What follows belongs to an exercise in optimizing a design on an open flow for small area; a production flow would make more cautious choices.
The RTL was checked by simulation tests, not by an equivalence proof against the original design.
Power and IR drop assume default switching activity.

==> flow/run.sh <==
#!/bin/bash
# synth_recipe.tcl (not shown) runs the flow's synth.tcl, then flattens the netlist and writes it again
# the make line also repeats each setting of config.mk as NAME=value (left out here)
make -C /OpenROAD-flow-scripts/flow DESIGN_CONFIG=/design/flow/config.mk WORK_HOME=/design/flow/orfs CLKGATE_MAP_FILE= SYNTH_SCRIPT=/design/flow/synth_recipe.tcl finish
==> flow/config.mk <==
export PLATFORM = sky130hd
export DESIGN_NAME = top
export DESIGN_NICKNAME = top
export VERILOG_FILES = /design/flow/design.v
export SDC_FILE = /design/flow/constraint.sdc
export NUM_CORES = 4
export LEC_CHECK = 0
export CAP_MARGIN = 20
export CORE_MARGIN = 2
export CORE_UTILIZATION = 40
export SLEW_MARGIN = 20
==> flow/constraint.sdc <==
create_clock -name core_clock -period 8.0 [get_ports {clk}]
set_input_delay 1.6000 -clock core_clock [delete_from_list [all_inputs] [get_ports {clk}]]
set_output_delay 1.6000 -clock core_clock [all_outputs]
set_load 0.01 [all_outputs]
==> flow/design.v <==
module top(clk, rst_n, in, valid_in, last_in, out, valid_out, last_out, ready);
	input wire clk, rst_n;
	input wire [32-1:0] in;
	input wire valid_in, last_in;
	output wire [32-1:0] out;
	output wire valid_out, last_out;
	output wire ready;
	reg busy;		 
	reg [4:0] n;		 
	reg [5:0] oc;		 
	reg [32-1:0] v [0:31];
	wire take = busy & valid_in;
	wire shift = take | valid_out;
	wire [4:0] nb = take ? n : 5'd0;
	assign ready = take;
	assign valid_out = (oc >= 6'd5);
	assign last_out = (oc == 6'd36);
	assign out = v[31];
always @(posedge clk) begin
	if (!rst_n) begin
		busy <= 1'b0;
		n <= 5'd0;
		oc <= 6'd0;
	end else begin
		if (!busy & valid_in)
			busy <= 1'b1;
		else if (take & last_in)
			busy <= 1'b0;
		if (take)
			n <= last_in ? 5'd0 : n + 5'd1;
		if (take & last_in)
			oc <= 6'd1;
		else if (oc == 6'd36)
			oc <= 6'd0;
		else if (oc != 6'd0)
			oc <= oc + 6'd1;
	end
end
	wire [31:0] ge;
	function ge32;
		input [31:0] a, b;
		integer k;
		reg r;
		begin
			r = 1'b1;
			for (k = 0; k < 32; k = k + 1)
				r = (a[k] & ~b[k]) | ((a[k] | ~b[k]) & r);
			ge32 = r;
		end
	endfunction
	genvar i;
	generate
		for (i = 0; i < 32; i = i + 1) begin : g_cell
			assign ge[i] = (i >= nb) | ge32(v[i], in);
			if (i == 0) begin : c0
				always @(posedge clk)
					if (shift & ge[0])
						v[0] <= in;
			end else begin : cn
				always @(posedge clk)
					if (shift & ge[i])
						v[i] <= ge[i-1] ? v[i-1] : in;
			end
		end
	endgenerate
endmodule
==> run summary <==
layout make-up:
class                   count  area, sq um
repair buffers            309         2530
inverters                 461         1730
multi-input cells        3713        27800
fillers                 14200        84800
clock buffers             134         2990
clock inverters            79          907
diodes                      7         17.5
well taps                2044         2560
flip-flops and latches   1036        31000
synth_stat cells, types with 29 or more instances:
cell / count / area [sq um]
edfxtp_1: 1024 / 30700
inv_1: 448 / 1680
mux2_2: 361 / 4070
mux2i_1: 347 / 3470
nand2_1: 331 / 1240
maj3_1: 328 / 3280
clkbuf_1: 287 / 1080
nor2_1: 250 / 938
o21ai_0: 229 / 1150
a21oi_1: 228 / 1140
nand3_1: 196 / 981
nand2b_1: 145 / 907
nor2b_1: 140 / 876
o22ai_1: 126 / 788
buf_2: 116 / 581
mux2_1: 88 / 991
o211ai_1: 69 / 518
a22oi_1: 68 / 510
o221ai_1: 67 / 587
buf_1: 66 / 248
nor3_1: 58 / 290
a222oi_1: 55 / 551
o2111ai_1: 52 / 455
a21o_1: 51 / 383
a221oi_1: 48 / 420
o31ai_1: 42 / 315
a211oi_1: 41 / 308
nand4_1: 37 / 231
maj3_2: 29 / 327
registers in the layout (all words and copies together) (netlist names):
signal,flops
oc,6
n,5
busy,1
v,1024
cells by family (layout without fill, tap and decap cells):
logic type | count (synthesis) | after routing | synth area share
AOI/OAI and AO/OA | 1294 | 1294 | 0.144
xor gates and xnor gates | 8 | 8 | 0.00112
adders and majority gates | 361 | 361 | 0.0587
buffers and inverters | 954 | 983 | 0.0617
DFF | 1036 | 1036 | 0.497
muxes | 811 | 811 | 0.140
other | 0 | 7 | 0
and+or+nand+nor | 1239 | 1239 | 0.0969
cell usage in the layout (no fill, tap or decap), drive strengths merged, types with 27 or more instances in the layout:
cell type      netlist  routed
a211oi              41      41
a21o                51      51
a21oi              229     229
a221oi              48      48
a222oi              55      55
a22oi               68      68
a31oi               27      27
buf                206     270
clkbuf             287     135
clkdlybuf4s50        0      38
clkinv               4      46
edfxtp            1024    1024
inv                457     467
maj3               357     357
mux2               464     464
mux2i              347     347
nand2              331     331
nand2b             146     146
nand3              197     197
nand4               37      37
nor2               250     250
nor2b              140     140
nor3                58      58
o2111ai             52      52
o211ai              69      69
o21ai              242     242
o221ai              67      67
o22ai              126     126
o31ai               43      43
path summary, 6_finish.rpt:
path / to / cells after the start / from
setup / recovery: v[10][8]$_DFFE_PP_ / 15 / in[14]
hold / removal: busy$_SDFFE_PN0P_ / 2 / busy$_SDFFE_PN0P_
setup reg to reg: v[11][22]$_DFFE_PP_ / 13 / v[11][9]$_DFFE_PP_
hold reg to reg: busy$_SDFFE_PN0P_ / 2 / busy$_SDFFE_PN0P_
metal layers:
metal	global-route usage	vias to the layer above	share of wire
li1	-	21400	-
met1	0.347	24700	0.38
met2	0.455	2441	0.47
met3	0.0574	523	0.090
met4	0.145	10	0.058
met5	0	-	0.00031
worst max-delay path, stage by stage:
cell and delay, ps:
buf_2 540, inv_2 400, buf_4 360, a222oi_1 340, o311ai_0 230, nor3_1 240, a21oi_1 130, a21oi_1 210
maj3_1 200, o21ai_0 130, o21ai_0 190, o32ai_1 120, maj3_1 410, nor2_4 800, nor2_4 380
where the power goes:
group / leakage, nW / internal, W / switching (W)
registers: 9.53 / 0.00619 / 0.000156
logic: 13.8 / 0.000514 / 0.00107
clock network: 1.88 / 0.00328 / 0.00236
through the flow:
stage	hold WS, ps	instance area, sq um	instances	util
after floorplan	434	62300	5703	-
after global placement	447	65600	7559	0.425
after detailed placement	456	65600	7559	0.425
after CTS	470	69500	7772	0.450
after global routing	503	69600	7779	0.450
final	465	69600	7783	0.450
==> impl_results.md <==
- Post-place setup slack: 1350 ps
- Num Clock Sinks: ~1,000
- Post-route setup TNS: 0 ps
- Final Hold Viols: 0
- DRC: 0
- Setup violations, final: 0
- Die Wd: about 400 um
- First-pass GRT wire length: ~330 mm
- P_leak: between 20 and 30 nW
- # H-tree levels: 3
- Full die area: between 0.15 and 0.2 sq mm
- Seq/Total Area, Yosys: 0.497
- Drt pass-1 iters: 7
- Vias: 49,000
- P per Cell Area: 195 mW/mm^2
- Unrepaired setup endpoints after global routing: false
- Synth Cell Area: slightly above 0.06 sq mm
- Setup CP Type: in2reg
- Initial antenna violation count: 17
- Setup Skew: around 37 ps
- Avg Cell Area, Syn: about 11 sq um
- R2r setup slk: 3010 ps
- Nets: 5,676
- IO buf count: 70
- Setup crit end kind: flip-flop
- CTS root buffer: clkbuf_16
- PostCTS Resize Cnt: 0
- Hold Crit Class: reg2reg
- Total length of routed wires: around 230 mm
- Initial core utilization: 0.404
- Worst Path Max Fanout: 32
- Total power after layout: ~0.014 W
- Vias in the first global route: approximately 47,000
- Req. time, crit path: ~8400 ps
- Grt ovf: 0
- Antenna viol nets, final: 0
- Period utilization: 0.748
- Final Slew Violations: 0
- Critical Path AT: between 6000 and 7000 ps
- Post-CTS setup buffer count: 0
- Max Cap Viol: 0
- Yosys warns: 2
- Total Routing Usage GR: 0.279
- Per-cell routed wire length: between 20 and 30 um
- Detailed Route Iter0 Violations: ~5,700
- Worst-Margin Slew: roughly 1200 ps
- Die height: ~400 um
- Mapped Cells: 5,703
- Core Area: roughly 0.15 sq mm
- Critical Path Start Type: input pin
- Clock slew at reported path FFs: ~60 ps
- Synthesis-to-layout area growth: 11.6%
- I/O pin total: 71
- TritonCTS clock tree: done
- Syn_nets: about 5,700
- Clock latency on the worst-skew pair: ~780 ps
- #FFs+latches synth: 1,036
- Achievable frequency: ~170 MHz
- CTS Buffer Depth: 3
- Final worst slack: 2020 ps
- Share of synthesized registers carrying an async set or reset: 0
- Ys flop type: edfxtp_1
- Largest net degree at the start of global routing: just over 90
- RD Place Congestion: around 0.92
- CTS Buf Count: 115
- Hold_buf cts: 0
- Max-slew headroom: 0.175
- Outcome: timing/DRC/antenna clean
- DR vias/cell: ~6.3
- Detail Placement HPWL: ~160 mm
- Min Clock Period, post-route: about 6000 ps
- Fraction of layout cells with a size suffix above 1: 0.166
- Peak VDD IR: around 0.17 mV
- Netlist cell types: 90
- Row count: about 140
- Post-synth EDFFs: ~1,000

## afterwards: timing with drivers on the ports
The results above use ideal ports. As a check the final layout listed here was re-extracted and re-timed, cells and wires unchanged. Step 1 (the two cells are an assumption about what drives the block):
set clk [get_ports {clk}]
set_driving_cell -lib_cell sky130_fd_sc_hd__clkbuf_16 $clk
set_driving_cell -lib_cell sky130_fd_sc_hd__buf_2 [delete_from_list [all_inputs] $clk]
Step 2, shift: input delay + t, output delay - t, t = (earliest + latest rising clock arrival at the registers) / 2. This alone moves slack from input paths to output paths. Slacks: ideal ports / drivers / drivers and shift; pairs: ideal ports / drivers.
t (ns): 0.841
slack for setup (ns): 2.020 / 2.083 / 1.241
hold slack, ns: 0.465 / 0.465 / 0.465
worst setup path after step 2: input to register
clock arrival spread, ns: 0.039 / 0.039
After both steps setup and hold are still met in this run. The setup slack of this run moves by +0.063 ns with the drivers and by -0.779 ns with both steps.
